From an optimization exercise on the open Yosys and OpenROAD flow, aimed at small area; shortcuts taken in it are not production practice. At most, simulation tests tie the RTL to the original design; equivalence was not proved. For run 1, only the layout was checked, not whether the RTL still works.

## flow/design.v (module list and top-level ports; edited modules follow where they fit)
// module CORDIC_Stage_8: 109 lines
// module CORDIC_Stage_9: 107 lines
// module CORDIC_Stage_10: 105 lines
// module CORDIC_Stage_11: 103 lines
// module CORDIC_Stage_12: 101 lines
// module CORDIC_Stage_13: 99 lines
// module CORDIC_Stage_14: 97 lines
// module CORDIC_Stage_15: 95 lines
// module CORDIC_Mul: 459 lines
// module CORDIC_Top: 392 lines
module CORDIC_Top (
    input clk,
    input [31:0] target,
    output [31:0] cos_x
);
  // ...
==> flow/run.sh <==
#!/bin/bash
# synth_recipe.tcl (not shown) runs the flow's synth.tcl, then flattens the netlist and writes it again
# the make line also repeats each setting of config.mk as NAME=value (left out here)
make -C /OpenROAD-flow-scripts/flow DESIGN_CONFIG=/design/flow/config.mk WORK_HOME=/design/flow/orfs CLKGATE_MAP_FILE= SYNTH_SCRIPT=/design/flow/synth_recipe.tcl finish
==> flow/config.mk <==
export PLATFORM = sky130hd
export DESIGN_NAME = CORDIC_Top
export DESIGN_NICKNAME = CORDIC_Top
export VERILOG_FILES = /design/flow/design.v
export SDC_FILE = /design/flow/constraint.sdc
export NUM_CORES = 4
export LEC_CHECK = 0
export CAP_MARGIN = 20
export CORE_MARGIN = 2
export CORE_UTILIZATION = 40
export SLEW_MARGIN = 20
==> flow/constraint.sdc <==
create_clock -name core_clock -period 10.0 [get_ports {clk}]
set_input_delay 2.0000 -clock core_clock [delete_from_list [all_inputs] [get_ports {clk}]]
set_output_delay 2.0000 -clock core_clock [all_outputs]
set_load 0.01 [all_outputs]
==> metrics list, run 1 <==
* WL final: 62,700 um
- The number of nets in the synthesized netlist is ~3.2k.
- After layout, the buffer instance count without clock buffers stands at about 180.
- TritonCTS built the clock tree.
- The die covers 0.0647 sq mm.
* Count of yosys warnings during synthesis: 1
* Cts-stage hold buffer count: 0
* DP HPWL: 52,300 um
- The floorplan step defined a core boundary enclosing about 0.06 sq mm.
- Number of tap instances: 837
- Clock sink total: about 220
* Most frequent cells in the layout: 382 x inv_1, 347 x fa_1, 269 x xnor2_1, 212 x dfxtp_1, 162 x xor2_1
- Outcome: complete, no violations
- Across the whole layout, storage elements account for approximately 0.0043 sq mm.
- The library cell used most frequently in the layout, excluding fill and tap cells, is inv_1.
- Antenna viol nets, final: 0
* Met2 global-route usage: 0.336
- The number of failing hold endpoints at the final stage came to 0.
* Worst path most repeated cell: fa_1
- Fraction of final layout cells sized beyond drive strength 1: 0.0737
- The average instance in the mapped netlist occupies 9.26 sq um.
- Clock network area share: 0.0328
- Setup TNS: 0 ns
- Register-to-register setup slack: 0.81 ns
* DRC Markers: 0
- For the worst flop-to-flop path, the logic depth is 37.
==> module CORDIC_Stage_8, before the edit <==
module CORDIC_Stage_8 (input s, input [32:0] x, output [32:0] y);
	wire cin = ~s & ~(|x[7:0]);
	wire ns = ~s;
	wire as_1 = x[0] ^ (x[8] ^ ns) ^ cin;
	wire ac_2 = (x[0] & (x[8] ^ ns)) | (x[0] & cin) | ((x[8] ^ ns) & cin);
	wire as_3 = x[1] ^ (x[9] ^ ns) ^ ac_2;
	wire ac_4 = (x[1] & (x[9] ^ ns)) | (x[1] & ac_2) | ((x[9] ^ ns) & ac_2);
	wire as_5 = x[2] ^ (x[10] ^ ns) ^ ac_4;
	wire ac_6 = (x[2] & (x[10] ^ ns)) | (x[2] & ac_4) | ((x[10] ^ ns) & ac_4);
	wire as_7 = x[3] ^ (x[11] ^ ns) ^ ac_6;
	wire ac_8 = (x[3] & (x[11] ^ ns)) | (x[3] & ac_6) | ((x[11] ^ ns) & ac_6);
	wire as_9 = x[4] ^ (x[12] ^ ns) ^ ac_8;
	wire ac_10 = (x[4] & (x[12] ^ ns)) | (x[4] & ac_8) | ((x[12] ^ ns) & ac_8);
	wire az_11 = x[5] ^ (x[13] ^ ns);
	wire ak_12 = x[5] & (x[13] ^ ns);
	wire az_13 = x[6] ^ (x[14] ^ ns) ^ ak_12;
	wire ak_14 = (x[6] & (x[14] ^ ns)) | (x[6] & ak_12) | ((x[14] ^ ns) & ak_12);
	wire az_15 = x[7] ^ (x[15] ^ ns) ^ ak_14;
	wire ak_16 = (x[7] & (x[15] ^ ns)) | (x[7] & ak_14) | ((x[15] ^ ns) & ak_14);
	wire az_17 = x[8] ^ (x[16] ^ ns) ^ ak_16;
	wire ak_18 = (x[8] & (x[16] ^ ns)) | (x[8] & ak_16) | ((x[16] ^ ns) & ak_16);
	wire az_19 = x[9] ^ (x[17] ^ ns) ^ ak_18;
	wire ak_20 = (x[9] & (x[17] ^ ns)) | (x[9] & ak_18) | ((x[17] ^ ns) & ak_18);
	wire ao_21 = az_11 ^ ac_10;
	wire ao_22 = az_13 ^ (ac_10 & az_11);
	wire ap_23 = az_11 & az_13;
	wire ao_24 = az_15 ^ (ac_10 & ap_23);
	wire ap_25 = ap_23 & az_15;
	wire ao_26 = az_17 ^ (ac_10 & ap_25);
	wire ap_27 = ap_25 & az_17;
	wire ao_28 = az_19 ^ (ac_10 & ap_27);
	wire ap_29 = ap_27 & az_19;
	wire aco_30 = ak_20 | (ac_10 & ap_29);
	wire az_31 = x[10] ^ (x[18] ^ ns);
	wire ak_32 = x[10] & (x[18] ^ ns);
	wire az_33 = x[11] ^ (x[19] ^ ns) ^ ak_32;
	wire ak_34 = (x[11] & (x[19] ^ ns)) | (x[11] & ak_32) | ((x[19] ^ ns) & ak_32);
	wire az_35 = x[12] ^ (x[20] ^ ns) ^ ak_34;
	wire ak_36 = (x[12] & (x[20] ^ ns)) | (x[12] & ak_34) | ((x[20] ^ ns) & ak_34);
	wire az_37 = x[13] ^ (x[21] ^ ns) ^ ak_36;
	wire ak_38 = (x[13] & (x[21] ^ ns)) | (x[13] & ak_36) | ((x[21] ^ ns) & ak_36);
	wire az_39 = x[14] ^ (x[22] ^ ns) ^ ak_38;
	wire ak_40 = (x[14] & (x[22] ^ ns)) | (x[14] & ak_38) | ((x[22] ^ ns) & ak_38);
	wire ao_41 = az_31 ^ aco_30;
	wire ao_42 = az_33 ^ (aco_30 & az_31);
	wire ap_43 = az_31 & az_33;
	wire ao_44 = az_35 ^ (aco_30 & ap_43);
	wire ap_45 = ap_43 & az_35;
	wire ao_46 = az_37 ^ (aco_30 & ap_45);
	wire ap_47 = ap_45 & az_37;
	wire ao_48 = az_39 ^ (aco_30 & ap_47);
	wire ap_49 = ap_47 & az_39;
	wire aco_50 = ak_40 | (aco_30 & ap_49);
	wire az_51 = x[15] ^ (x[23] ^ ns);
	wire ak_52 = x[15] & (x[23] ^ ns);
	wire az_53 = x[16] ^ (x[24] ^ ns) ^ ak_52;
	wire ak_54 = (x[16] & (x[24] ^ ns)) | (x[16] & ak_52) | ((x[24] ^ ns) & ak_52);
	wire az_55 = x[17] ^ (x[25] ^ ns) ^ ak_54;
	wire ak_56 = (x[17] & (x[25] ^ ns)) | (x[17] & ak_54) | ((x[25] ^ ns) & ak_54);
	wire az_57 = x[18] ^ (x[26] ^ ns) ^ ak_56;
	wire ak_58 = (x[18] & (x[26] ^ ns)) | (x[18] & ak_56) | ((x[26] ^ ns) & ak_56);
	wire az_59 = x[19] ^ (x[27] ^ ns) ^ ak_58;
	wire ak_60 = (x[19] & (x[27] ^ ns)) | (x[19] & ak_58) | ((x[27] ^ ns) & ak_58);
	wire ao_61 = az_51 ^ aco_50;
	wire ao_62 = az_53 ^ (aco_50 & az_51);
	wire ap_63 = az_51 & az_53;
	wire ao_64 = az_55 ^ (aco_50 & ap_63);
	wire ap_65 = ap_63 & az_55;
	wire ao_66 = az_57 ^ (aco_50 & ap_65);
	wire ap_67 = ap_65 & az_57;
	wire ao_68 = az_59 ^ (aco_50 & ap_67);
	wire ap_69 = ap_67 & az_59;
	wire aco_70 = ak_60 | (aco_50 & ap_69);
	wire az_71 = x[20] ^ (x[28] ^ ns);
	wire ak_72 = x[20] & (x[28] ^ ns);
	wire az_73 = x[21] ^ (x[29] ^ ns) ^ ak_72;
	wire ak_74 = (x[21] & (x[29] ^ ns)) | (x[21] & ak_72) | ((x[29] ^ ns) & ak_72);
	wire az_75 = x[22] ^ (x[30] ^ ns) ^ ak_74;
	wire ak_76 = (x[22] & (x[30] ^ ns)) | (x[22] & ak_74) | ((x[30] ^ ns) & ak_74);
	wire az_77 = x[23] ^ (x[31] ^ ns) ^ ak_76;
	wire ak_78 = (x[23] & (x[31] ^ ns)) | (x[23] & ak_76) | ((x[31] ^ ns) & ak_76);
	wire ao_79 = az_71 ^ aco_70;
	wire ao_80 = az_73 ^ (aco_70 & az_71);
	wire ap_81 = az_71 & az_73;
	wire ao_82 = az_75 ^ (aco_70 & ap_81);
	wire ap_83 = ap_81 & az_75;
	wire ao_84 = az_77 ^ (aco_70 & ap_83);
	wire ap_85 = ap_83 & az_77;
	wire aco_86 = ak_78 | (aco_70 & ap_85);
	wire hi_87 = x[24] ^ aco_86;
	wire hq_88 = x[24];
	wire hi_89 = x[25] ^ (aco_86 & hq_88);
	wire hq_90 = hq_88 & x[25];
	wire hi_91 = x[26] ^ (aco_86 & hq_90);
	wire hq_92 = hq_90 & x[26];
	wire hi_93 = x[27] ^ (aco_86 & hq_92);
	wire hq_94 = hq_92 & x[27];
	wire hi_95 = x[28] ^ (aco_86 & hq_94);
	wire hq_96 = hq_94 & x[28];
	wire hi_97 = x[29] ^ (aco_86 & hq_96);
	wire hq_98 = hq_96 & x[29];
	wire hi_99 = x[30] ^ (aco_86 & hq_98);
	wire hq_100 = hq_98 & x[30];
	wire hi_101 = x[31] ^ (aco_86 & hq_100);
	wire hq_102 = hq_100 & x[31];
	wire hco_103 = aco_86 & hq_102;
	assign y[31:0] = {hi_101, hi_99, hi_97, hi_95, hi_93, hi_91, hi_89, hi_87, ao_84, ao_82, ao_80, ao_79, ao_68, ao_66, ao_64, ao_62, ao_61, ao_48, ao_46, ao_44, ao_42, ao_41, ao_28, ao_26, ao_24, ao_22, ao_21, as_9, as_7, as_5, as_3, as_1};
	assign y[32] = s ? hco_103 : ~hco_103;
endmodule
==> module CORDIC_Stage_9, before the edit <==
module CORDIC_Stage_9 (input s, input [32:0] x, output [32:0] y);
	wire cin = ~s & ~(|x[8:0]);
	wire ns = ~s;
	wire as_1 = x[0] ^ (x[9] ^ ns) ^ cin;
	wire ac_2 = (x[0] & (x[9] ^ ns)) | (x[0] & cin) | ((x[9] ^ ns) & cin);
	wire as_3 = x[1] ^ (x[10] ^ ns) ^ ac_2;
	wire ac_4 = (x[1] & (x[10] ^ ns)) | (x[1] & ac_2) | ((x[10] ^ ns) & ac_2);
	wire as_5 = x[2] ^ (x[11] ^ ns) ^ ac_4;
	wire ac_6 = (x[2] & (x[11] ^ ns)) | (x[2] & ac_4) | ((x[11] ^ ns) & ac_4);
	wire as_7 = x[3] ^ (x[12] ^ ns) ^ ac_6;
	wire ac_8 = (x[3] & (x[12] ^ ns)) | (x[3] & ac_6) | ((x[12] ^ ns) & ac_6);
	wire as_9 = x[4] ^ (x[13] ^ ns) ^ ac_8;
	wire ac_10 = (x[4] & (x[13] ^ ns)) | (x[4] & ac_8) | ((x[13] ^ ns) & ac_8);
	wire az_11 = x[5] ^ (x[14] ^ ns);
	wire ak_12 = x[5] & (x[14] ^ ns);
	wire az_13 = x[6] ^ (x[15] ^ ns) ^ ak_12;
	wire ak_14 = (x[6] & (x[15] ^ ns)) | (x[6] & ak_12) | ((x[15] ^ ns) & ak_12);
	wire az_15 = x[7] ^ (x[16] ^ ns) ^ ak_14;
	wire ak_16 = (x[7] & (x[16] ^ ns)) | (x[7] & ak_14) | ((x[16] ^ ns) & ak_14);
	wire az_17 = x[8] ^ (x[17] ^ ns) ^ ak_16;
	wire ak_18 = (x[8] & (x[17] ^ ns)) | (x[8] & ak_16) | ((x[17] ^ ns) & ak_16);
	wire az_19 = x[9] ^ (x[18] ^ ns) ^ ak_18;
	wire ak_20 = (x[9] & (x[18] ^ ns)) | (x[9] & ak_18) | ((x[18] ^ ns) & ak_18);
	wire ao_21 = az_11 ^ ac_10;
	wire ao_22 = az_13 ^ (ac_10 & az_11);
	wire ap_23 = az_11 & az_13;
	wire ao_24 = az_15 ^ (ac_10 & ap_23);
	wire ap_25 = ap_23 & az_15;
	wire ao_26 = az_17 ^ (ac_10 & ap_25);
	wire ap_27 = ap_25 & az_17;
	wire ao_28 = az_19 ^ (ac_10 & ap_27);
	wire ap_29 = ap_27 & az_19;
	wire aco_30 = ak_20 | (ac_10 & ap_29);
	wire az_31 = x[10] ^ (x[19] ^ ns);
	wire ak_32 = x[10] & (x[19] ^ ns);
	wire az_33 = x[11] ^ (x[20] ^ ns) ^ ak_32;
	wire ak_34 = (x[11] & (x[20] ^ ns)) | (x[11] & ak_32) | ((x[20] ^ ns) & ak_32);
	wire az_35 = x[12] ^ (x[21] ^ ns) ^ ak_34;
	wire ak_36 = (x[12] & (x[21] ^ ns)) | (x[12] & ak_34) | ((x[21] ^ ns) & ak_34);
	wire az_37 = x[13] ^ (x[22] ^ ns) ^ ak_36;
	wire ak_38 = (x[13] & (x[22] ^ ns)) | (x[13] & ak_36) | ((x[22] ^ ns) & ak_36);
	wire az_39 = x[14] ^ (x[23] ^ ns) ^ ak_38;
	wire ak_40 = (x[14] & (x[23] ^ ns)) | (x[14] & ak_38) | ((x[23] ^ ns) & ak_38);
	wire ao_41 = az_31 ^ aco_30;
	wire ao_42 = az_33 ^ (aco_30 & az_31);
	wire ap_43 = az_31 & az_33;
	wire ao_44 = az_35 ^ (aco_30 & ap_43);
	wire ap_45 = ap_43 & az_35;
	wire ao_46 = az_37 ^ (aco_30 & ap_45);
	wire ap_47 = ap_45 & az_37;
	wire ao_48 = az_39 ^ (aco_30 & ap_47);
	wire ap_49 = ap_47 & az_39;
	wire aco_50 = ak_40 | (aco_30 & ap_49);
	wire az_51 = x[15] ^ (x[24] ^ ns);
	wire ak_52 = x[15] & (x[24] ^ ns);
	wire az_53 = x[16] ^ (x[25] ^ ns) ^ ak_52;
	wire ak_54 = (x[16] & (x[25] ^ ns)) | (x[16] & ak_52) | ((x[25] ^ ns) & ak_52);
	wire az_55 = x[17] ^ (x[26] ^ ns) ^ ak_54;
	wire ak_56 = (x[17] & (x[26] ^ ns)) | (x[17] & ak_54) | ((x[26] ^ ns) & ak_54);
	wire az_57 = x[18] ^ (x[27] ^ ns) ^ ak_56;
	wire ak_58 = (x[18] & (x[27] ^ ns)) | (x[18] & ak_56) | ((x[27] ^ ns) & ak_56);
	wire az_59 = x[19] ^ (x[28] ^ ns) ^ ak_58;
	wire ak_60 = (x[19] & (x[28] ^ ns)) | (x[19] & ak_58) | ((x[28] ^ ns) & ak_58);
	wire ao_61 = az_51 ^ aco_50;
	wire ao_62 = az_53 ^ (aco_50 & az_51);
	wire ap_63 = az_51 & az_53;
	wire ao_64 = az_55 ^ (aco_50 & ap_63);
	wire ap_65 = ap_63 & az_55;
	wire ao_66 = az_57 ^ (aco_50 & ap_65);
	wire ap_67 = ap_65 & az_57;
	wire ao_68 = az_59 ^ (aco_50 & ap_67);
	wire ap_69 = ap_67 & az_59;
	wire aco_70 = ak_60 | (aco_50 & ap_69);
	wire az_71 = x[20] ^ (x[29] ^ ns);
	wire ak_72 = x[20] & (x[29] ^ ns);
	wire az_73 = x[21] ^ (x[30] ^ ns) ^ ak_72;
	wire ak_74 = (x[21] & (x[30] ^ ns)) | (x[21] & ak_72) | ((x[30] ^ ns) & ak_72);
	wire az_75 = x[22] ^ (x[31] ^ ns) ^ ak_74;
	wire ak_76 = (x[22] & (x[31] ^ ns)) | (x[22] & ak_74) | ((x[31] ^ ns) & ak_74);
	wire ao_77 = az_71 ^ aco_70;
	wire ao_78 = az_73 ^ (aco_70 & az_71);
	wire ap_79 = az_71 & az_73;
	wire ao_80 = az_75 ^ (aco_70 & ap_79);
	wire ap_81 = ap_79 & az_75;
	wire aco_82 = ak_76 | (aco_70 & ap_81);
	wire hi_83 = x[23] ^ aco_82;
	wire hq_84 = x[23];
	wire hi_85 = x[24] ^ (aco_82 & hq_84);
	wire hq_86 = hq_84 & x[24];
	wire hi_87 = x[25] ^ (aco_82 & hq_86);
	wire hq_88 = hq_86 & x[25];
	wire hi_89 = x[26] ^ (aco_82 & hq_88);
	wire hq_90 = hq_88 & x[26];
	wire hi_91 = x[27] ^ (aco_82 & hq_90);
	wire hq_92 = hq_90 & x[27];
	wire hi_93 = x[28] ^ (aco_82 & hq_92);
	wire hq_94 = hq_92 & x[28];
	wire hi_95 = x[29] ^ (aco_82 & hq_94);
	wire hq_96 = hq_94 & x[29];
	wire hi_97 = x[30] ^ (aco_82 & hq_96);
	wire hq_98 = hq_96 & x[30];
	wire hi_99 = x[31] ^ (aco_82 & hq_98);
	wire hq_100 = hq_98 & x[31];
	wire hco_101 = aco_82 & hq_100;
	assign y[31:0] = {hi_99, hi_97, hi_95, hi_93, hi_91, hi_89, hi_87, hi_85, hi_83, ao_80, ao_78, ao_77, ao_68, ao_66, ao_64, ao_62, ao_61, ao_48, ao_46, ao_44, ao_42, ao_41, ao_28, ao_26, ao_24, ao_22, ao_21, as_9, as_7, as_5, as_3, as_1};
	assign y[32] = s ? hco_101 : ~hco_101;
endmodule
==> module CORDIC_Stage_10, before the edit <==
module CORDIC_Stage_10 (input s, input [32:0] x, output [32:0] y);
	wire cin = ~s & ~(|x[9:0]);
	wire ns = ~s;
	wire as_1 = x[0] ^ (x[10] ^ ns) ^ cin;
	wire ac_2 = (x[0] & (x[10] ^ ns)) | (x[0] & cin) | ((x[10] ^ ns) & cin);
	wire as_3 = x[1] ^ (x[11] ^ ns) ^ ac_2;
	wire ac_4 = (x[1] & (x[11] ^ ns)) | (x[1] & ac_2) | ((x[11] ^ ns) & ac_2);
	wire as_5 = x[2] ^ (x[12] ^ ns) ^ ac_4;
	wire ac_6 = (x[2] & (x[12] ^ ns)) | (x[2] & ac_4) | ((x[12] ^ ns) & ac_4);
	wire as_7 = x[3] ^ (x[13] ^ ns) ^ ac_6;
	wire ac_8 = (x[3] & (x[13] ^ ns)) | (x[3] & ac_6) | ((x[13] ^ ns) & ac_6);
	wire as_9 = x[4] ^ (x[14] ^ ns) ^ ac_8;
	wire ac_10 = (x[4] & (x[14] ^ ns)) | (x[4] & ac_8) | ((x[14] ^ ns) & ac_8);
	wire az_11 = x[5] ^ (x[15] ^ ns);
	wire ak_12 = x[5] & (x[15] ^ ns);
	wire az_13 = x[6] ^ (x[16] ^ ns) ^ ak_12;
	wire ak_14 = (x[6] & (x[16] ^ ns)) | (x[6] & ak_12) | ((x[16] ^ ns) & ak_12);
	wire az_15 = x[7] ^ (x[17] ^ ns) ^ ak_14;
	wire ak_16 = (x[7] & (x[17] ^ ns)) | (x[7] & ak_14) | ((x[17] ^ ns) & ak_14);
	wire az_17 = x[8] ^ (x[18] ^ ns) ^ ak_16;
	wire ak_18 = (x[8] & (x[18] ^ ns)) | (x[8] & ak_16) | ((x[18] ^ ns) & ak_16);
	wire az_19 = x[9] ^ (x[19] ^ ns) ^ ak_18;
	wire ak_20 = (x[9] & (x[19] ^ ns)) | (x[9] & ak_18) | ((x[19] ^ ns) & ak_18);
	wire ao_21 = az_11 ^ ac_10;
	wire ao_22 = az_13 ^ (ac_10 & az_11);
	wire ap_23 = az_11 & az_13;
	wire ao_24 = az_15 ^ (ac_10 & ap_23);
	wire ap_25 = ap_23 & az_15;
	wire ao_26 = az_17 ^ (ac_10 & ap_25);
	wire ap_27 = ap_25 & az_17;
	wire ao_28 = az_19 ^ (ac_10 & ap_27);
	wire ap_29 = ap_27 & az_19;
	wire aco_30 = ak_20 | (ac_10 & ap_29);
	wire az_31 = x[10] ^ (x[20] ^ ns);
	wire ak_32 = x[10] & (x[20] ^ ns);
	wire az_33 = x[11] ^ (x[21] ^ ns) ^ ak_32;
	wire ak_34 = (x[11] & (x[21] ^ ns)) | (x[11] & ak_32) | ((x[21] ^ ns) & ak_32);
	wire az_35 = x[12] ^ (x[22] ^ ns) ^ ak_34;
	wire ak_36 = (x[12] & (x[22] ^ ns)) | (x[12] & ak_34) | ((x[22] ^ ns) & ak_34);
	wire az_37 = x[13] ^ (x[23] ^ ns) ^ ak_36;
	wire ak_38 = (x[13] & (x[23] ^ ns)) | (x[13] & ak_36) | ((x[23] ^ ns) & ak_36);
	wire az_39 = x[14] ^ (x[24] ^ ns) ^ ak_38;
	wire ak_40 = (x[14] & (x[24] ^ ns)) | (x[14] & ak_38) | ((x[24] ^ ns) & ak_38);
	wire ao_41 = az_31 ^ aco_30;
	wire ao_42 = az_33 ^ (aco_30 & az_31);
	wire ap_43 = az_31 & az_33;
	wire ao_44 = az_35 ^ (aco_30 & ap_43);
	wire ap_45 = ap_43 & az_35;
	wire ao_46 = az_37 ^ (aco_30 & ap_45);
	wire ap_47 = ap_45 & az_37;
	wire ao_48 = az_39 ^ (aco_30 & ap_47);
	wire ap_49 = ap_47 & az_39;
	wire aco_50 = ak_40 | (aco_30 & ap_49);
	wire az_51 = x[15] ^ (x[25] ^ ns);
	wire ak_52 = x[15] & (x[25] ^ ns);
	wire az_53 = x[16] ^ (x[26] ^ ns) ^ ak_52;
	wire ak_54 = (x[16] & (x[26] ^ ns)) | (x[16] & ak_52) | ((x[26] ^ ns) & ak_52);
	wire az_55 = x[17] ^ (x[27] ^ ns) ^ ak_54;
	wire ak_56 = (x[17] & (x[27] ^ ns)) | (x[17] & ak_54) | ((x[27] ^ ns) & ak_54);
	wire az_57 = x[18] ^ (x[28] ^ ns) ^ ak_56;
	wire ak_58 = (x[18] & (x[28] ^ ns)) | (x[18] & ak_56) | ((x[28] ^ ns) & ak_56);
	wire az_59 = x[19] ^ (x[29] ^ ns) ^ ak_58;
	wire ak_60 = (x[19] & (x[29] ^ ns)) | (x[19] & ak_58) | ((x[29] ^ ns) & ak_58);
	wire ao_61 = az_51 ^ aco_50;
	wire ao_62 = az_53 ^ (aco_50 & az_51);
	wire ap_63 = az_51 & az_53;
	wire ao_64 = az_55 ^ (aco_50 & ap_63);
	wire ap_65 = ap_63 & az_55;
	wire ao_66 = az_57 ^ (aco_50 & ap_65);
	wire ap_67 = ap_65 & az_57;
	wire ao_68 = az_59 ^ (aco_50 & ap_67);
	wire ap_69 = ap_67 & az_59;
	wire aco_70 = ak_60 | (aco_50 & ap_69);
	wire az_71 = x[20] ^ (x[30] ^ ns);
	wire ak_72 = x[20] & (x[30] ^ ns);
	wire az_73 = x[21] ^ (x[31] ^ ns) ^ ak_72;
	wire ak_74 = (x[21] & (x[31] ^ ns)) | (x[21] & ak_72) | ((x[31] ^ ns) & ak_72);
	wire ao_75 = az_71 ^ aco_70;
	wire ao_76 = az_73 ^ (aco_70 & az_71);
	wire ap_77 = az_71 & az_73;
	wire aco_78 = ak_74 | (aco_70 & ap_77);
	wire hi_79 = x[22] ^ aco_78;
	wire hq_80 = x[22];
	wire hi_81 = x[23] ^ (aco_78 & hq_80);
	wire hq_82 = hq_80 & x[23];
	wire hi_83 = x[24] ^ (aco_78 & hq_82);
	wire hq_84 = hq_82 & x[24];
	wire hi_85 = x[25] ^ (aco_78 & hq_84);
	wire hq_86 = hq_84 & x[25];
	wire hi_87 = x[26] ^ (aco_78 & hq_86);
	wire hq_88 = hq_86 & x[26];
	wire hi_89 = x[27] ^ (aco_78 & hq_88);
	wire hq_90 = hq_88 & x[27];
	wire hi_91 = x[28] ^ (aco_78 & hq_90);
	wire hq_92 = hq_90 & x[28];
	wire hi_93 = x[29] ^ (aco_78 & hq_92);
	wire hq_94 = hq_92 & x[29];
	wire hi_95 = x[30] ^ (aco_78 & hq_94);
	wire hq_96 = hq_94 & x[30];
	wire hi_97 = x[31] ^ (aco_78 & hq_96);
	wire hq_98 = hq_96 & x[31];
	wire hco_99 = aco_78 & hq_98;
	assign y[31:0] = {hi_97, hi_95, hi_93, hi_91, hi_89, hi_87, hi_85, hi_83, hi_81, hi_79, ao_76, ao_75, ao_68, ao_66, ao_64, ao_62, ao_61, ao_48, ao_46, ao_44, ao_42, ao_41, ao_28, ao_26, ao_24, ao_22, ao_21, as_9, as_7, as_5, as_3, as_1};
	assign y[32] = s ? hco_99 : ~hco_99;
endmodule
==> module CORDIC_Stage_11, before the edit <==
module CORDIC_Stage_11 (input s, input [32:0] x, output [32:0] y);
	wire cin = ~s & ~(|x[10:0]);
	wire ns = ~s;
	wire as_1 = x[0] ^ (x[11] ^ ns) ^ cin;
	wire ac_2 = (x[0] & (x[11] ^ ns)) | (x[0] & cin) | ((x[11] ^ ns) & cin);
	wire as_3 = x[1] ^ (x[12] ^ ns) ^ ac_2;
	wire ac_4 = (x[1] & (x[12] ^ ns)) | (x[1] & ac_2) | ((x[12] ^ ns) & ac_2);
	wire as_5 = x[2] ^ (x[13] ^ ns) ^ ac_4;
	wire ac_6 = (x[2] & (x[13] ^ ns)) | (x[2] & ac_4) | ((x[13] ^ ns) & ac_4);
	wire as_7 = x[3] ^ (x[14] ^ ns) ^ ac_6;
	wire ac_8 = (x[3] & (x[14] ^ ns)) | (x[3] & ac_6) | ((x[14] ^ ns) & ac_6);
	wire as_9 = x[4] ^ (x[15] ^ ns) ^ ac_8;
	wire ac_10 = (x[4] & (x[15] ^ ns)) | (x[4] & ac_8) | ((x[15] ^ ns) & ac_8);
	wire az_11 = x[5] ^ (x[16] ^ ns);
	wire ak_12 = x[5] & (x[16] ^ ns);
	wire az_13 = x[6] ^ (x[17] ^ ns) ^ ak_12;
	wire ak_14 = (x[6] & (x[17] ^ ns)) | (x[6] & ak_12) | ((x[17] ^ ns) & ak_12);
	wire az_15 = x[7] ^ (x[18] ^ ns) ^ ak_14;
	wire ak_16 = (x[7] & (x[18] ^ ns)) | (x[7] & ak_14) | ((x[18] ^ ns) & ak_14);
	wire az_17 = x[8] ^ (x[19] ^ ns) ^ ak_16;
	wire ak_18 = (x[8] & (x[19] ^ ns)) | (x[8] & ak_16) | ((x[19] ^ ns) & ak_16);
	wire az_19 = x[9] ^ (x[20] ^ ns) ^ ak_18;
	wire ak_20 = (x[9] & (x[20] ^ ns)) | (x[9] & ak_18) | ((x[20] ^ ns) & ak_18);
	wire ao_21 = az_11 ^ ac_10;
	wire ao_22 = az_13 ^ (ac_10 & az_11);
	wire ap_23 = az_11 & az_13;
	wire ao_24 = az_15 ^ (ac_10 & ap_23);
	wire ap_25 = ap_23 & az_15;
	wire ao_26 = az_17 ^ (ac_10 & ap_25);
	wire ap_27 = ap_25 & az_17;
	wire ao_28 = az_19 ^ (ac_10 & ap_27);
	wire ap_29 = ap_27 & az_19;
	wire aco_30 = ak_20 | (ac_10 & ap_29);
	wire az_31 = x[10] ^ (x[21] ^ ns);
	wire ak_32 = x[10] & (x[21] ^ ns);
	wire az_33 = x[11] ^ (x[22] ^ ns) ^ ak_32;
	wire ak_34 = (x[11] & (x[22] ^ ns)) | (x[11] & ak_32) | ((x[22] ^ ns) & ak_32);
	wire az_35 = x[12] ^ (x[23] ^ ns) ^ ak_34;
	wire ak_36 = (x[12] & (x[23] ^ ns)) | (x[12] & ak_34) | ((x[23] ^ ns) & ak_34);
	wire az_37 = x[13] ^ (x[24] ^ ns) ^ ak_36;
	wire ak_38 = (x[13] & (x[24] ^ ns)) | (x[13] & ak_36) | ((x[24] ^ ns) & ak_36);
	wire az_39 = x[14] ^ (x[25] ^ ns) ^ ak_38;
	wire ak_40 = (x[14] & (x[25] ^ ns)) | (x[14] & ak_38) | ((x[25] ^ ns) & ak_38);
	wire ao_41 = az_31 ^ aco_30;
	wire ao_42 = az_33 ^ (aco_30 & az_31);
	wire ap_43 = az_31 & az_33;
	wire ao_44 = az_35 ^ (aco_30 & ap_43);
	wire ap_45 = ap_43 & az_35;
	wire ao_46 = az_37 ^ (aco_30 & ap_45);
	wire ap_47 = ap_45 & az_37;
	wire ao_48 = az_39 ^ (aco_30 & ap_47);
	wire ap_49 = ap_47 & az_39;
	wire aco_50 = ak_40 | (aco_30 & ap_49);
	wire az_51 = x[15] ^ (x[26] ^ ns);
	wire ak_52 = x[15] & (x[26] ^ ns);
	wire az_53 = x[16] ^ (x[27] ^ ns) ^ ak_52;
	wire ak_54 = (x[16] & (x[27] ^ ns)) | (x[16] & ak_52) | ((x[27] ^ ns) & ak_52);
	wire az_55 = x[17] ^ (x[28] ^ ns) ^ ak_54;
	wire ak_56 = (x[17] & (x[28] ^ ns)) | (x[17] & ak_54) | ((x[28] ^ ns) & ak_54);
	wire az_57 = x[18] ^ (x[29] ^ ns) ^ ak_56;
	wire ak_58 = (x[18] & (x[29] ^ ns)) | (x[18] & ak_56) | ((x[29] ^ ns) & ak_56);
	wire az_59 = x[19] ^ (x[30] ^ ns) ^ ak_58;
	wire ak_60 = (x[19] & (x[30] ^ ns)) | (x[19] & ak_58) | ((x[30] ^ ns) & ak_58);
	wire ao_61 = az_51 ^ aco_50;
	wire ao_62 = az_53 ^ (aco_50 & az_51);
	wire ap_63 = az_51 & az_53;
	wire ao_64 = az_55 ^ (aco_50 & ap_63);
	wire ap_65 = ap_63 & az_55;
	wire ao_66 = az_57 ^ (aco_50 & ap_65);
	wire ap_67 = ap_65 & az_57;
	wire ao_68 = az_59 ^ (aco_50 & ap_67);
	wire ap_69 = ap_67 & az_59;
	wire aco_70 = ak_60 | (aco_50 & ap_69);
	wire az_71 = x[20] ^ (x[31] ^ ns);
	wire ak_72 = x[20] & (x[31] ^ ns);
	wire ao_73 = az_71 ^ aco_70;
	wire aco_74 = ak_72 | (aco_70 & az_71);
	wire hi_75 = x[21] ^ aco_74;
	wire hq_76 = x[21];
	wire hi_77 = x[22] ^ (aco_74 & hq_76);
	wire hq_78 = hq_76 & x[22];
	wire hi_79 = x[23] ^ (aco_74 & hq_78);
	wire hq_80 = hq_78 & x[23];
	wire hi_81 = x[24] ^ (aco_74 & hq_80);
	wire hq_82 = hq_80 & x[24];
	wire hi_83 = x[25] ^ (aco_74 & hq_82);
	wire hq_84 = hq_82 & x[25];
	wire hi_85 = x[26] ^ (aco_74 & hq_84);
	wire hq_86 = hq_84 & x[26];
	wire hi_87 = x[27] ^ (aco_74 & hq_86);
	wire hq_88 = hq_86 & x[27];
	wire hi_89 = x[28] ^ (aco_74 & hq_88);
	wire hq_90 = hq_88 & x[28];
	wire hi_91 = x[29] ^ (aco_74 & hq_90);
	wire hq_92 = hq_90 & x[29];
	wire hi_93 = x[30] ^ (aco_74 & hq_92);
	wire hq_94 = hq_92 & x[30];
	wire hi_95 = x[31] ^ (aco_74 & hq_94);
	wire hq_96 = hq_94 & x[31];
	wire hco_97 = aco_74 & hq_96;
	assign y[31:0] = {hi_95, hi_93, hi_91, hi_89, hi_87, hi_85, hi_83, hi_81, hi_79, hi_77, hi_75, ao_73, ao_68, ao_66, ao_64, ao_62, ao_61, ao_48, ao_46, ao_44, ao_42, ao_41, ao_28, ao_26, ao_24, ao_22, ao_21, as_9, as_7, as_5, as_3, as_1};
	assign y[32] = s ? hco_97 : ~hco_97;
endmodule
==> run 2: changes to the inputs <==
--- a/flow/design.v
+++ b/flow/design.v
@@ -1,4 +1,4 @@
-module CORDIC_Stage_8 (input s, input [32:0] x, output [32:0] y);
+module CORDIC_Stage_8 (input s, input [31:0] x, output [31:0] y);
 	wire cin = ~s & ~(|x[7:0]);
 	wire ns = ~s;
 	wire as_1 = x[0] ^ (x[8] ^ ns) ^ cin;
@@ -104,10 +104,9 @@
 	wire hi_101 = x[31] ^ (aco_86 & hq_100);
 	wire hq_102 = hq_100 & x[31];
 	wire hco_103 = aco_86 & hq_102;
-	assign y[31:0] = {hi_101, hi_99, hi_97, hi_95, hi_93, hi_91, hi_89, hi_87, ao_84, ao_82, ao_80, ao_79, ao_68, ao_66, ao_64, ao_62, ao_61, ao_48, ao_46, ao_44, ao_42, ao_41, ao_28, ao_26, ao_24, ao_22, ao_21, as_9, as_7, as_5, as_3, as_1};
-	assign y[32] = s ? hco_103 : ~hco_103;
+	assign y = {hi_101, hi_99, hi_97, hi_95, hi_93, hi_91, hi_89, hi_87, ao_84, ao_82, ao_80, ao_79, ao_68, ao_66, ao_64, ao_62, ao_61, ao_48, ao_46, ao_44, ao_42, ao_41, ao_28, ao_26, ao_24, ao_22, ao_21, as_9, as_7, as_5, as_3, as_1};
 endmodule
-module CORDIC_Stage_9 (input s, input [32:0] x, output [32:0] y);
+module CORDIC_Stage_9 (input s, input [31:0] x, output [31:0] y);
 	wire cin = ~s & ~(|x[8:0]);
 	wire ns = ~s;
 	wire as_1 = x[0] ^ (x[9] ^ ns) ^ cin;
@@ -211,10 +210,9 @@
 	wire hi_99 = x[31] ^ (aco_82 & hq_98);
 	wire hq_100 = hq_98 & x[31];
 	wire hco_101 = aco_82 & hq_100;
-	assign y[31:0] = {hi_99, hi_97, hi_95, hi_93, hi_91, hi_89, hi_87, hi_85, hi_83, ao_80, ao_78, ao_77, ao_68, ao_66, ao_64, ao_62, ao_61, ao_48, ao_46, ao_44, ao_42, ao_41, ao_28, ao_26, ao_24, ao_22, ao_21, as_9, as_7, as_5, as_3, as_1};
-	assign y[32] = s ? hco_101 : ~hco_101;
+	assign y = {hi_99, hi_97, hi_95, hi_93, hi_91, hi_89, hi_87, hi_85, hi_83, ao_80, ao_78, ao_77, ao_68, ao_66, ao_64, ao_62, ao_61, ao_48, ao_46, ao_44, ao_42, ao_41, ao_28, ao_26, ao_24, ao_22, ao_21, as_9, as_7, as_5, as_3, as_1};
 endmodule
-module CORDIC_Stage_10 (input s, input [32:0] x, output [32:0] y);
+module CORDIC_Stage_10 (input s, input [31:0] x, output [31:0] y);
 	wire cin = ~s & ~(|x[9:0]);
 	wire ns = ~s;
 	wire as_1 = x[0] ^ (x[10] ^ ns) ^ cin;
@@ -316,10 +314,9 @@
 	wire hi_97 = x[31] ^ (aco_78 & hq_96);
 	wire hq_98 = hq_96 & x[31];
 	wire hco_99 = aco_78 & hq_98;
-	assign y[31:0] = {hi_97, hi_95, hi_93, hi_91, hi_89, hi_87, hi_85, hi_83, hi_81, hi_79, ao_76, ao_75, ao_68, ao_66, ao_64, ao_62, ao_61, ao_48, ao_46, ao_44, ao_42, ao_41, ao_28, ao_26, ao_24, ao_22, ao_21, as_9, as_7, as_5, as_3, as_1};
-	assign y[32] = s ? hco_99 : ~hco_99;
+	assign y = {hi_97, hi_95, hi_93, hi_91, hi_89, hi_87, hi_85, hi_83, hi_81, hi_79, ao_76, ao_75, ao_68, ao_66, ao_64, ao_62, ao_61, ao_48, ao_46, ao_44, ao_42, ao_41, ao_28, ao_26, ao_24, ao_22, ao_21, as_9, as_7, as_5, as_3, as_1};
 endmodule
-module CORDIC_Stage_11 (input s, input [32:0] x, output [32:0] y);
+module CORDIC_Stage_11 (input s, input [31:0] x, output [31:0] y);
 	wire cin = ~s & ~(|x[10:0]);
 	wire ns = ~s;
 	wire as_1 = x[0] ^ (x[11] ^ ns) ^ cin;
@@ -419,10 +416,9 @@
 	wire hi_95 = x[31] ^ (aco_74 & hq_94);
 	wire hq_96 = hq_94 & x[31];
 	wire hco_97 = aco_74 & hq_96;
-	assign y[31:0] = {hi_95, hi_93, hi_91, hi_89, hi_87, hi_85, hi_83, hi_81, hi_79, hi_77, hi_75, ao_73, ao_68, ao_66, ao_64, ao_62, ao_61, ao_48, ao_46, ao_44, ao_42, ao_41, ao_28, ao_26, ao_24, ao_22, ao_21, as_9, as_7, as_5, as_3, as_1};
-	assign y[32] = s ? hco_97 : ~hco_97;
+	assign y = {hi_95, hi_93, hi_91, hi_89, hi_87, hi_85, hi_83, hi_81, hi_79, hi_77, hi_75, ao_73, ao_68, ao_66, ao_64, ao_62, ao_61, ao_48, ao_46, ao_44, ao_42, ao_41, ao_28, ao_26, ao_24, ao_22, ao_21, as_9, as_7, as_5, as_3, as_1};
 endmodule
-module CORDIC_Stage_12 (input s, input [32:0] x, output [32:0] y);
+module CORDIC_Stage_12 (input s, input [31:0] x, output [31:0] y);
 	wire cin = ~s & ~(|x[11:0]);
 	wire ns = ~s;
 	wire as_1 = x[0] ^ (x[12] ^ ns) ^ cin;
@@ -520,10 +516,9 @@
 	wire hi_93 = x[31] ^ (aco_70 & hq_92);
 	wire hq_94 = hq_92 & x[31];
 	wire hco_95 = aco_70 & hq_94;
-	assign y[31:0] = {hi_93, hi_91, hi_89, hi_87, hi_85, hi_83, hi_81, hi_79, hi_77, hi_75, hi_73, hi_71, ao_68, ao_66, ao_64, ao_62, ao_61, ao_48, ao_46, ao_44, ao_42, ao_41, ao_28, ao_26, ao_24, ao_22, ao_21, as_9, as_7, as_5, as_3, as_1};
-	assign y[32] = s ? hco_95 : ~hco_95;
+	assign y = {hi_93, hi_91, hi_89, hi_87, hi_85, hi_83, hi_81, hi_79, hi_77, hi_75, hi_73, hi_71, ao_68, ao_66, ao_64, ao_62, ao_61, ao_48, ao_46, ao_44, ao_42, ao_41, ao_28, ao_26, ao_24, ao_22, ao_21, as_9, as_7, as_5, as_3, as_1};
 endmodule
-module CORDIC_Stage_13 (input s, input [32:0] x, output [32:0] y);
+module CORDIC_Stage_13 (input s, input [31:0] x, output [31:0] y);
 	wire cin = ~s & ~(|x[12:0]);
 	wire ns = ~s;
 	wire as_1 = x[0] ^ (x[13] ^ ns) ^ cin;
@@ -619,10 +614,9 @@
 	wire hi_91 = x[31] ^ (aco_66 & hq_90);
 	wire hq_92 = hq_90 & x[31];
 	wire hco_93 = aco_66 & hq_92;
-	assign y[31:0] = {hi_91, hi_89, hi_87, hi_85, hi_83, hi_81, hi_79, hi_77, hi_75, hi_73, hi_71, hi_69, hi_67, ao_64, ao_62, ao_60, ao_59, ao_48, ao_46, ao_44, ao_42, ao_41, ao_28, ao_26, ao_24, ao_22, ao_21, as_9, as_7, as_5, as_3, as_1};
-	assign y[32] = s ? hco_93 : ~hco_93;
+	assign y = {hi_91, hi_89, hi_87, hi_85, hi_83, hi_81, hi_79, hi_77, hi_75, hi_73, hi_71, hi_69, hi_67, ao_64, ao_62, ao_60, ao_59, ao_48, ao_46, ao_44, ao_42, ao_41, ao_28, ao_26, ao_24, ao_22, ao_21, as_9, as_7, as_5, as_3, as_1};
 endmodule
-module CORDIC_Stage_14 (input s, input [32:0] x, output [32:0] y);
+module CORDIC_Stage_14 (input s, input [31:0] x, output [31:0] y);
 	wire cin = ~s & ~(|x[13:0]);
 	wire ns = ~s;
 	wire as_1 = x[0] ^ (x[14] ^ ns) ^ cin;
@@ -716,10 +710,9 @@
 	wire hi_89 = x[31] ^ (aco_62 & hq_88);
 	wire hq_90 = hq_88 & x[31];
 	wire hco_91 = aco_62 & hq_90;
-	assign y[31:0] = {hi_89, hi_87, hi_85, hi_83, hi_81, hi_79, hi_77, hi_75, hi_73, hi_71, hi_69, hi_67, hi_65, hi_63, ao_60, ao_58, ao_57, ao_48, ao_46, ao_44, ao_42, ao_41, ao_28, ao_26, ao_24, ao_22, ao_21, as_9, as_7, as_5, as_3, as_1};
-	assign y[32] = s ? hco_91 : ~hco_91;
+	assign y = {hi_89, hi_87, hi_85, hi_83, hi_81, hi_79, hi_77, hi_75, hi_73, hi_71, hi_69, hi_67, hi_65, hi_63, ao_60, ao_58, ao_57, ao_48, ao_46, ao_44, ao_42, ao_41, ao_28, ao_26, ao_24, ao_22, ao_21, as_9, as_7, as_5, as_3, as_1};
 endmodule
-module CORDIC_Stage_15 (input s, input [32:0] x, output [32:0] y);
+module CORDIC_Stage_15 (input s, input [31:0] x, output [31:0] y);
 	wire cin = ~s & ~(|x[14:0]);
 	wire ns = ~s;
 	wire as_1 = x[0] ^ (x[15] ^ ns) ^ cin;
@@ -811,8 +804,7 @@
 	wire hi_87 = x[31] ^ (aco_58 & hq_86);
 	wire hq_88 = hq_86 & x[31];
 	wire hco_89 = aco_58 & hq_88;
-	assign y[31:0] = {hi_87, hi_85, hi_83, hi_81, hi_79, hi_77, hi_75, hi_73, hi_71, hi_69, hi_67, hi_65, hi_63, hi_61, hi_59, ao_56, ao_55, ao_48, ao_46, ao_44, ao_42, ao_41, ao_28, ao_26, ao_24, ao_22, ao_21, as_9, as_7, as_5, as_3, as_1};
-	assign y[32] = s ? hco_89 : ~hco_89;
+	assign y = {hi_87, hi_85, hi_83, hi_81, hi_79, hi_77, hi_75, hi_73, hi_71, hi_69, hi_67, hi_65, hi_63, hi_61, hi_59, ao_56, ao_55, ao_48, ao_46, ao_44, ao_42, ao_41, ao_28, ao_26, ao_24, ao_22, ao_21, as_9, as_7, as_5, as_3, as_1};
 endmodule
 module CORDIC_Mul (input [31:0] a, output [31:0] y);
 	wire ms_1 = a[2] ^ a[0] ^ 1'b1;
@@ -1543,125 +1535,40 @@
 	wire e8_11 = ((q2_r) ^ 25'h1000000) >= 25'h1bfffd1;
 	wire s7 = s6 ? e7_1 : e7_0;
 	wire s8 = s6 ? (s7 ? e8_11 : e8_10) : (s7 ? e8_01 : e8_00);
-	wire [24:0] ec_a = q2_r;
 	wire [24:0] ec_k = (s6 ? (s7 ? (s8 ? 25'h1200030 : 25'h160002e) : (s8 ? 25'h1a00026 : 25'h1e00024)) : (s7 ? (s8 ? 25'h1fffdc : 25'h5fffda) : (s8 ? 25'h9fffd2 : 25'hdfffd0)));
-	wire ecs_1 = ec_a[0] ^ ec_k[0] ^ 1'b0;
-	wire ecc_2 = (ec_a[0] & ec_k[0]) | (ec_a[0] & 1'b0) | (ec_k[0] & 1'b0);
-	wire ecs_3 = ec_a[1] ^ ec_k[1] ^ ecc_2;
-	wire ecc_4 = (ec_a[1] & ec_k[1]) | (ec_a[1] & ecc_2) | (ec_k[1] & ecc_2);
-	wire ecs_5 = ec_a[2] ^ ec_k[2] ^ ecc_4;
-	wire ecc_6 = (ec_a[2] & ec_k[2]) | (ec_a[2] & ecc_4) | (ec_k[2] & ecc_4);
-	wire ecs_7 = ec_a[3] ^ ec_k[3] ^ ecc_6;
-	wire ecc_8 = (ec_a[3] & ec_k[3]) | (ec_a[3] & ecc_6) | (ec_k[3] & ecc_6);
-	wire ecs_9 = ec_a[4] ^ ec_k[4] ^ ecc_8;
-	wire ecc_10 = (ec_a[4] & ec_k[4]) | (ec_a[4] & ecc_8) | (ec_k[4] & ecc_8);
-	wire ecz_11 = ec_a[5] ^ ec_k[5];
-	wire eck_12 = ec_a[5] & ec_k[5];
-	wire ecz_13 = ec_a[6] ^ ec_k[6] ^ eck_12;
-	wire eck_14 = (ec_a[6] & ec_k[6]) | (ec_a[6] & eck_12) | (ec_k[6] & eck_12);
-	wire ecz_15 = ec_a[7] ^ ec_k[7] ^ eck_14;
-	wire eck_16 = (ec_a[7] & ec_k[7]) | (ec_a[7] & eck_14) | (ec_k[7] & eck_14);
-	wire ecz_17 = ec_a[8] ^ ec_k[8] ^ eck_16;
-	wire eck_18 = (ec_a[8] & ec_k[8]) | (ec_a[8] & eck_16) | (ec_k[8] & eck_16);
-	wire ecz_19 = ec_a[9] ^ ec_k[9] ^ eck_18;
-	wire eck_20 = (ec_a[9] & ec_k[9]) | (ec_a[9] & eck_18) | (ec_k[9] & eck_18);
-	wire eco_21 = ecz_11 ^ ecc_10;
-	wire eco_22 = ecz_13 ^ (ecc_10 & ecz_11);
-	wire ecp_23 = ecz_11 & ecz_13;
-	wire eco_24 = ecz_15 ^ (ecc_10 & ecp_23);
-	wire ecp_25 = ecp_23 & ecz_15;
-	wire eco_26 = ecz_17 ^ (ecc_10 & ecp_25);
-	wire ecp_27 = ecp_25 & ecz_17;
-	wire eco_28 = ecz_19 ^ (ecc_10 & ecp_27);
-	wire ecp_29 = ecp_27 & ecz_19;
-	wire ecco_30 = eck_20 | (ecc_10 & ecp_29);
-	wire ecz_31 = ec_a[10] ^ ec_k[10];
-	wire eck_32 = ec_a[10] & ec_k[10];
-	wire ecz_33 = ec_a[11] ^ ec_k[11] ^ eck_32;
-	wire eck_34 = (ec_a[11] & ec_k[11]) | (ec_a[11] & eck_32) | (ec_k[11] & eck_32);
-	wire ecz_35 = ec_a[12] ^ ec_k[12] ^ eck_34;
-	wire eck_36 = (ec_a[12] & ec_k[12]) | (ec_a[12] & eck_34) | (ec_k[12] & eck_34);
-	wire ecz_37 = ec_a[13] ^ ec_k[13] ^ eck_36;
-	wire eck_38 = (ec_a[13] & ec_k[13]) | (ec_a[13] & eck_36) | (ec_k[13] & eck_36);
-	wire ecz_39 = ec_a[14] ^ ec_k[14] ^ eck_38;
-	wire eck_40 = (ec_a[14] & ec_k[14]) | (ec_a[14] & eck_38) | (ec_k[14] & eck_38);
-	wire eco_41 = ecz_31 ^ ecco_30;
-	wire eco_42 = ecz_33 ^ (ecco_30 & ecz_31);
-	wire ecp_43 = ecz_31 & ecz_33;
-	wire eco_44 = ecz_35 ^ (ecco_30 & ecp_43);
-	wire ecp_45 = ecp_43 & ecz_35;
-	wire eco_46 = ecz_37 ^ (ecco_30 & ecp_45);
-	wire ecp_47 = ecp_45 & ecz_37;
-	wire eco_48 = ecz_39 ^ (ecco_30 & ecp_47);
-	wire ecp_49 = ecp_47 & ecz_39;
-	wire ecco_50 = eck_40 | (ecco_30 & ecp_49);
-	wire ecz_51 = ec_a[15] ^ ec_k[15];
-	wire eck_52 = ec_a[15] & ec_k[15];
-	wire ecz_53 = ec_a[16] ^ ec_k[16] ^ eck_52;
-	wire eck_54 = (ec_a[16] & ec_k[16]) | (ec_a[16] & eck_52) | (ec_k[16] & eck_52);
-	wire ecz_55 = ec_a[17] ^ ec_k[17] ^ eck_54;
-	wire eck_56 = (ec_a[17] & ec_k[17]) | (ec_a[17] & eck_54) | (ec_k[17] & eck_54);
-	wire ecz_57 = ec_a[18] ^ ec_k[18] ^ eck_56;
-	wire eck_58 = (ec_a[18] & ec_k[18]) | (ec_a[18] & eck_56) | (ec_k[18] & eck_56);
-	wire ecz_59 = ec_a[19] ^ ec_k[19] ^ eck_58;
-	wire eck_60 = (ec_a[19] & ec_k[19]) | (ec_a[19] & eck_58) | (ec_k[19] & eck_58);
-	wire eco_61 = ecz_51 ^ ecco_50;
-	wire eco_62 = ecz_53 ^ (ecco_50 & ecz_51);
-	wire ecp_63 = ecz_51 & ecz_53;
-	wire eco_64 = ecz_55 ^ (ecco_50 & ecp_63);
-	wire ecp_65 = ecp_63 & ecz_55;
-	wire eco_66 = ecz_57 ^ (ecco_50 & ecp_65);
-	wire ecp_67 = ecp_65 & ecz_57;
-	wire eco_68 = ecz_59 ^ (ecco_50 & ecp_67);
-	wire ecp_69 = ecp_67 & ecz_59;
-	wire ecco_70 = eck_60 | (ecco_50 & ecp_69);
-	wire ecz_71 = ec_a[20] ^ ec_k[20];
-	wire eck_72 = ec_a[20] & ec_k[20];
-	wire ecz_73 = ec_a[21] ^ ec_k[21] ^ eck_72;
-	wire eck_74 = (ec_a[21] & ec_k[21]) | (ec_a[21] & eck_72) | (ec_k[21] & eck_72);
-	wire ecz_75 = ec_a[22] ^ ec_k[22] ^ eck_74;
-	wire eck_76 = (ec_a[22] & ec_k[22]) | (ec_a[22] & eck_74) | (ec_k[22] & eck_74);
-	wire ecz_77 = ec_a[23] ^ ec_k[23] ^ eck_76;
-	wire eck_78 = (ec_a[23] & ec_k[23]) | (ec_a[23] & eck_76) | (ec_k[23] & eck_76);
-	wire ecz_79 = ec_a[24] ^ ec_k[24] ^ eck_78;
-	wire eck_80 = (ec_a[24] & ec_k[24]) | (ec_a[24] & eck_78) | (ec_k[24] & eck_78);
-	wire eco_81 = ecz_71 ^ ecco_70;
-	wire eco_82 = ecz_73 ^ (ecco_70 & ecz_71);
-	wire ecp_83 = ecz_71 & ecz_73;
-	wire eco_84 = ecz_75 ^ (ecco_70 & ecp_83);
-	wire ecp_85 = ecp_83 & ecz_75;
-	wire eco_86 = ecz_77 ^ (ecco_70 & ecp_85);
-	wire ecp_87 = ecp_85 & ecz_77;
-	wire eco_88 = ecz_79 ^ (ecco_70 & ecp_87);
-	wire ecp_89 = ecp_87 & ecz_79;
-	wire ecco_90 = eck_80 | (ecco_70 & ecp_89);
-	wire [24:0] r9 = {eco_88, eco_86, eco_84, eco_82, eco_81, eco_68, eco_66, eco_64, eco_62, eco_61, eco_48, eco_46, eco_44, eco_42, eco_41, eco_28, eco_26, eco_24, eco_22, eco_21, ecs_9, ecs_7, ecs_5, ecs_3, ecs_1};
-	wire [8:0] q9 = r9[24:16];
+	wire [16:0] ec_c;
+	assign ec_c[0] = 1'b0;
+	genvar gi;
+	generate for (gi = 0; gi < 16; gi = gi + 1) begin : ecc
+		assign ec_c[gi+1] = (q2_r[gi] & ec_k[gi]) | (ec_c[gi] & (q2_r[gi] | ec_k[gi]));
+	end endgenerate
+	wire [8:0] r9h = q2_r[24:16] + ec_k[24:16] + {8'b0, ec_c[16]};
+	wire [8:0] q9 = r9h;
 	wire q9pos = ~q9[8] & (|q9[7:5]);
 	wire q9neg = q9[8] & ~(&q9[7:5]);
 	wire [5:0] u = q9pos ? 6'h3f : q9neg ? 6'h00 : {~q9[5], q9[4:0]};
 	reg [13:0] q3_s;
 	always @(posedge clk) q3_s <= {u[1], u[2], u[3], u[4], u[5], s8, s7, s6, q2_s};
-	wire [32:0] x6 = (q3_s[0] ? (q3_s[1] ? (q3_s[2] ? (q3_s[3] ? (q3_s[4] ? (q3_s[5] ? 33'h1 : 33'h102000000) : (q3_s[5] ? 33'h4080000 : 33'h105f80000)) : (q3_s[4] ? (q3_s[5] ? 33'h8304000 : 33'h10a0fc000) : (q3_s[5] ? 33'hbf7c000 : 33'h10dc84000))) : (q3_s[3] ? (q3_s[4] ? (q3_s[5] ? 33'h10e38400 : 33'h112a07c00) : (q3_s[5] ? 33'h14667c00 : 33'h116158400)) : (q3_s[4] ? (q3_s[5] ? 33'h180dbc00 : 33'h119ae4400) : (q3_s[5] ? 33'h1b584400 : 33'h11cebbc00)))) : (q3_s[2] ? (q3_s[3] ? (q3_s[4] ? (q3_s[5] ? 33'h23e37880 : 33'h125550780) : (q3_s[5] ? 33'h26d0c780 : 33'h12836b880)) : (q3_s[4] ? (q3_s[5] ? 33'h29e6e780 : 33'h12b409880) : (q3_s[5] ? 33'h2ca4d880 : 33'h12df3a780))) : (q3_s[3] ? (q3_s[4] ? (q3_s[5] ? 33'h308e1b80 : 33'h131cd6480) : (q3_s[5] ? 33'h3317a480 : 33'h1344cdb80)) : (q3_s[4] ? (q3_s[5] ? 33'h35cd0480 : 33'h136f77b80) : (q3_s[5] ? 33'h382d3b80 : 33'h1394e4480))))) : (q3_s[1] ? (q3_s[2] ? (q3_s[3] ? (q3_s[4] ? (q3_s[5] ? 33'h50bfcf20 : 33'h1517f50e0) : (q3_s[5] ? 33'h524bc0e0 : 33'h153051f20)) : (q3_s[4] ? (q3_s[5] ? 33'h540b38e0 : 33'h154bda720) : (q3_s[5] ? 33'h557d3720 : 33'h15629e8e0))) : (q3_s[3] ? (q3_s[4] ? (q3_s[5] ? 33'h582358e0 : 33'h158c58720) : (q3_s[5] ? 33'h59751720 : 33'h15a1208e0)) : (q3_s[4] ? (q3_s[5] ? 33'h5afc1f20 : 33'h15b9300e0) : (q3_s[5] ? 33'h5c3770e0 : 33'h15cc96f20)))) : (q3_s[2] ? (q3_s[3] ? (q3_s[4] ? (q3_s[5] ? 33'h62b18b60 : 33'h16329d4a0) : (q3_s[5] ? 33'h63b024a0 : 33'h164247b60)) : (q3_s[4] ? (q3_s[5] ? 33'h64e68ca0 : 33'h165561360) : (q3_s[5] ? 33'h65d3c360 : 33'h1663f9ca0))) : (q3_s[3] ? (q3_s[4] ? (q3_s[5] ? 33'h67f8a4a0 : 33'h1685bfb60) : (q3_s[5] ? 33'h68cdab60 : 33'h1692db4a0)) : (q3_s[4] ? (q3_s[5] ? 33'h69dbc360 : 33'h16a379ca0) : (q3_s[5] ? 33'h6aa1eca0 : 33'h16afab360))))));
-	wire [32:0] x7, x8;
+	wire [31:0] x6 = (q3_s[0] ? (q3_s[1] ? (q3_s[2] ? (q3_s[3] ? (q3_s[4] ? (q3_s[5] ? 32'h1 : 32'h2000000) : (q3_s[5] ? 32'h4080000 : 32'h5f80000)) : (q3_s[4] ? (q3_s[5] ? 32'h8304000 : 32'ha0fc000) : (q3_s[5] ? 32'hbf7c000 : 32'hdc84000))) : (q3_s[3] ? (q3_s[4] ? (q3_s[5] ? 32'h10e38400 : 32'h12a07c00) : (q3_s[5] ? 32'h14667c00 : 32'h16158400)) : (q3_s[4] ? (q3_s[5] ? 32'h180dbc00 : 32'h19ae4400) : (q3_s[5] ? 32'h1b584400 : 32'h1cebbc00)))) : (q3_s[2] ? (q3_s[3] ? (q3_s[4] ? (q3_s[5] ? 32'h23e37880 : 32'h25550780) : (q3_s[5] ? 32'h26d0c780 : 32'h2836b880)) : (q3_s[4] ? (q3_s[5] ? 32'h29e6e780 : 32'h2b409880) : (q3_s[5] ? 32'h2ca4d880 : 32'h2df3a780))) : (q3_s[3] ? (q3_s[4] ? (q3_s[5] ? 32'h308e1b80 : 32'h31cd6480) : (q3_s[5] ? 32'h3317a480 : 32'h344cdb80)) : (q3_s[4] ? (q3_s[5] ? 32'h35cd0480 : 32'h36f77b80) : (q3_s[5] ? 32'h382d3b80 : 32'h394e4480))))) : (q3_s[1] ? (q3_s[2] ? (q3_s[3] ? (q3_s[4] ? (q3_s[5] ? 32'h50bfcf20 : 32'h517f50e0) : (q3_s[5] ? 32'h524bc0e0 : 32'h53051f20)) : (q3_s[4] ? (q3_s[5] ? 32'h540b38e0 : 32'h54bda720) : (q3_s[5] ? 32'h557d3720 : 32'h5629e8e0))) : (q3_s[3] ? (q3_s[4] ? (q3_s[5] ? 32'h582358e0 : 32'h58c58720) : (q3_s[5] ? 32'h59751720 : 32'h5a1208e0)) : (q3_s[4] ? (q3_s[5] ? 32'h5afc1f20 : 32'h5b9300e0) : (q3_s[5] ? 32'h5c3770e0 : 32'h5cc96f20)))) : (q3_s[2] ? (q3_s[3] ? (q3_s[4] ? (q3_s[5] ? 32'h62b18b60 : 32'h6329d4a0) : (q3_s[5] ? 32'h63b024a0 : 32'h64247b60)) : (q3_s[4] ? (q3_s[5] ? 32'h64e68ca0 : 32'h65561360) : (q3_s[5] ? 32'h65d3c360 : 32'h663f9ca0))) : (q3_s[3] ? (q3_s[4] ? (q3_s[5] ? 32'h67f8a4a0 : 32'h685bfb60) : (q3_s[5] ? 32'h68cdab60 : 32'h692db4a0)) : (q3_s[4] ? (q3_s[5] ? 32'h69dbc360 : 32'h6a379ca0) : (q3_s[5] ? 32'h6aa1eca0 : 32'h6afab360))))));
+	wire [31:0] x7, x8;
 	CORDIC_Stage_8 it6 (.s(q3_s[6]), .x(x6), .y(x7));
 	CORDIC_Stage_9 it7 (.s(q3_s[7]), .x(x7), .y(x8));
-	reg [32:0] q4_x; reg [13:8] q4_s;
+	reg [31:0] q4_x; reg [13:8] q4_s;
 	always @(posedge clk) begin q4_x <= x8; q4_s <= q3_s[13:8]; end
-	wire [32:0] x9, x10;
+	wire [31:0] x9, x10;
 	CORDIC_Stage_10 it8 (.s(q4_s[8]), .x(q4_x), .y(x9));
 	CORDIC_Stage_11 it9 (.s(q4_s[9]), .x(x9), .y(x10));
-	reg [32:0] q5_x; reg [13:10] q5_s;
+	reg [31:0] q5_x; reg [13:10] q5_s;
 	always @(posedge clk) begin q5_x <= x10; q5_s <= q4_s[13:10]; end
-	wire [32:0] x11, x12;
+	wire [31:0] x11, x12;
 	CORDIC_Stage_12 it10 (.s(q5_s[10]), .x(q5_x), .y(x11));
 	CORDIC_Stage_13 it11 (.s(q5_s[11]), .x(x11), .y(x12));
-	reg [32:0] q6_x; reg [13:12] q6_s;
+	reg [31:0] q6_x; reg [13:12] q6_s;
 	always @(posedge clk) begin q6_x <= x12; q6_s <= q5_s[13:12]; end
-	wire [32:0] x13, x14;
+	wire [31:0] x13, x14;
 	CORDIC_Stage_14 it12 (.s(q6_s[12]), .x(q6_x), .y(x13));
 	CORDIC_Stage_15 it13 (.s(q6_s[13]), .x(x13), .y(x14));
 	reg [31:0] q7_x;
-	always @(posedge clk) q7_x <= x14[31:0];
+	always @(posedge clk) q7_x <= x14;
 	CORDIC_Mul mul (.a(q7_x), .y(cos_x));
 endmodule
==> flow/config.mk (replaced) <==
export PLATFORM = sky130hd
export DESIGN_NAME = CORDIC_Top
export DESIGN_NICKNAME = CORDIC_Top
export VERILOG_FILES = /design/flow/design.v
export SDC_FILE = /design/flow/constraint.sdc
export NUM_CORES = 4
export LEC_CHECK = 0
export CAP_MARGIN = 10
export CORE_MARGIN = 2
export CORE_UTILIZATION = 60
export CTS_BUF_LIST = sky130_fd_sc_hd__clkbuf_4
export GPL_TIMING_DRIVEN = 0
export SLEW_MARGIN = 10
==> metrics list, run 2 <==
* Outcome: complete, no violations
* CP endpoint kind: flip-flop
- Standard cell area after detailed placement: 0.0258 sq mm
* Count of maximum capacitance violations: 0
- Worst endpoint required time: 10.56 ns
- The area of the die came to 0.0426 sq mm (-34%).
* Yosys top cell by area: fa_1
* Initial antenna violation count: 2
* Final Cell Area: 0.0267 sq mm
- The most used flip-flop cell after synthesis is dfxtp_1.
- Of the total synthesized cell area, the portion taken by full adders, half adders and majority gates is 0.352.
* Post-synthesis cell count: around 2.6k
- Site row count: between 70 and 80
* Count of yosys warnings during synthesis: 1 (unchanged)
* Clock tree from TritonCTS: yes
- Stage delay of the slowest cell on the critical path: ~0.51 ns
- The routed wire length was 61,300 um (-2.3%).
- The setup path with the least slack is of type input port to flip-flop.
- In this run the tightest slew margin relative to its limit is 0.388.
- Count of state elements after synthesis: 216
- Setup TNS: 0 ns (unchanged)
- Clock sink total: 216 (unchanged)
* Clock tree root buffer cell: clkbuf_4
* Antenna viol nets, final: 0 (unchanged)
* Met2 global-route usage: 0.478 (+0.142)
- Number of iterations in the first detailed-routing pass: 5
* Final RePlAce weighted congestion: 0.971
- The number of failing hold endpoints at the final stage is 0 (unchanged).
- Among the stages of the critical path, the cell type that occurs most often is fa_1.
- The number of nets in the synthesized netlist is 3,157 (-2.6%).
- Shortest clock period the worst path allows after layout: 9.59 ns
* Post-synth cell types: 87
- CTS built an H-tree with a depth of 2.
- Clock skew: 0.0395 ns
- Setup violations remaining at the end of the flow were counted as 0.
- Top-count cell post-synth: inv_1
- Most common cell after layout, fill and taps aside: inv_1
- Number of buffers created by CTS: 54
- The clock reaches the later pin of the worst-skew pair after 0.73 ns.
- Cts-stage hold buffer count: 0 (unchanged)
- Class of the most critical hold timing path: flip-flop to flip-flop
- The routed layout has 18.9k vias.
* Ratio of final minimum period to clock period: 0.959
- Commonest cells in the synthesized netlist: 366 x inv_1, 337 x fa_1, 309 x xnor2_1, 216 x dfxtp_1, 152 x ha_1
- Std-Cell Core Area: 0.0406 sq mm (-34%)
- Total overflow reported by the global router: 0
* Fill cell count: approximately 3.3k
- Of the total synthesized cell area, the portion taken by AND, OR, NAND and NOR gates is 0.130.
- For this run, asynchronously set or reset flops after synthesis account for 0.
- Clock edge transition at the registers on the reported setup and hold paths: 0.07 ns
* Ranking of synthesized cells by area: fa_1 27%, dfxtp_1 18%, xnor2_1 11%, ha_1 7.7%, inv_1 5.6%
- Most frequent cells in the layout: 366 x inv_1, 337 x fa_1, 309 x xnor2_1, 203 x dfxtp_1, 152 x ha_1
- DP HPWL: 50,300 um (-3.8%)
* DRC Markers: 0 (unchanged)
- The worst reg2reg path depth was 36 (-2.7%).
* Starting Density: 0.605
- The average instance area after synthesis came to 9.34 sq um (+0.81%).
- Routed length per placed instance: 18.5 um
- Once placement completed, the tool counted placed cells totaling 3,217.
* Fraction of final layout cells sized beyond drive strength 1: 0.0580 (-0.0158)
* Non-filler instance count after layout: 3,312
- The die is 206 um tall.
- Synth Area in XOR/XNOR: 0.156
- WP data arrival: 10.15 ns
run 2: cell count changes after synthesis, sizes merged, moves of 8 or more:
cell,previous run,this run
xor2,162,130
o21ai,110,97
fa,347,337
nor3,58,44
and3,16,24
nand2b,33,22
nand3,57,85
nand3b,16,8
xnor2,269,309
nor2,126,108
inv,383,367
clkbuf,88,76
run 2: metal layers:
layer	wire (um)	up-vias
li1	-	8930
met1	28300	9236
met2	28200	610
met3	3680	102
met4	1080	0
met5	0	-
run 2: critical path: cells and delay by family:
| kind | cells | cell delay (ns) |
|---|---|---|
| adder cells (fa/ha/maj) | 7 | 2.39 |
| buffers and inverters | 5 | 1.40 |
| XOR/XNOR | 3 | 0.53 |
| AND/OR/NAND/NOR | 9 | 2.12 |
| AO/OA/AOI/OAI | 8 | 1.69 |
run 2: worst paths after layout:
kind	from	slack [ns]	endpoint
max reg2reg	q3_s[2]$_DFF_P_	0.53	q4_x[29]$_DFF_P_
min	q4_s[12]$_DFF_P_	0.33	q5_s[12]$_DFF_P_
min reg2reg	q4_s[12]$_DFF_P_	0.33	q5_s[12]$_DFF_P_
max	target[26]	0.41	q1_r[11]$_SDFF_PP1_
run 2: layout make-up:
| class | instances | area [sq um] | share of cell area |
|---|---|---|---|
| Antenna cell | 2 | 5.00 | 0.000187 |
| Buffer | 108 | 463 | 0.0173 |
| Clock buffer | 64 | 480 | 0.0180 |
| Clock inverter | 30 | 335 | 0.0125 |
| Inverter | 371 | 1390 | 0.0521 |
| Multi-Input combinational cell | 1937 | 18500 | 0.693 |
| Sequential cell | 216 | 4340 | 0.162 |
| Tap cell | 532 | 666 | 0.0249 |
| Timing Repair Buffer | 52 | 515 | 0.0193 |
run 2: timing repair:
item / in CTS / in global routing
pin swaps: 0 / 3
endpoints found under the setup margin: 37 / 50
gates resized for setup: 8 / 49
setup buffers: 0 / 2
run 2: per-stage QoR:
stage | hold WS [ns] | util | setup WS (ns)
2_1_floorplan | 0.310 | - | 1.21
3_3_place_gp | 0.313 | 0.634 | -1.06
3_5_place_dp | 0.312 | 0.634 | -1.17
4_1_cts | 0.328 | 0.655 | 0.00129
5_1_grt | 0.332 | 0.658 | -0.0164
6_report | 0.328 | 0.658 | 0.410
run 2: cell families (layout without fill, tap and decap cells):
family | Yosys count | in the layout
xor gates and xnor gates | 439 | 439
buffers and inverters | 482 | 625
other | 1 | 3
and+or+nand+nor | 607 | 607
AOI/OAI and AO/OA | 390 | 390
adders and majority gates | 491 | 491
muxes | 9 | 9
DFF | 216 | 216

==> static timing again, ports no longer ideal <==
The results above use ideal ports. As a check the final layouts listed here were re-extracted and re-timed, cells and wires unchanged. Step 1, drivers: a clkbuf_16 drives clk and a buf_2 each remaining input, both assumed. Step 2 moves the port delays by t, midway between the first and last clock arrival at a register: inputs arrive t later, outputs are due t later. That takes back most of the time a late clock gives input paths. a / b / c = ideal ports / drivers / drivers and shift; a / b = the first two.
| run | shift t [ns] | setup slack, ns | worst register clock-pin slew, ns |
|---|---|---|---|
| run 1 | 0.591 | 0.483 / 0.449 / -0.080 | 0.07 / 0.07 |
| run 2 | 0.766 | 0.410 / 0.441 / -0.325 | 0.08 / 0.08 |
Met with ideal ports but missed after step 2: setup timing in run 1 and run 2. The setup slack of run 2, which loses most, moves by +0.031 ns with the drivers and by -0.735 ns with both steps.
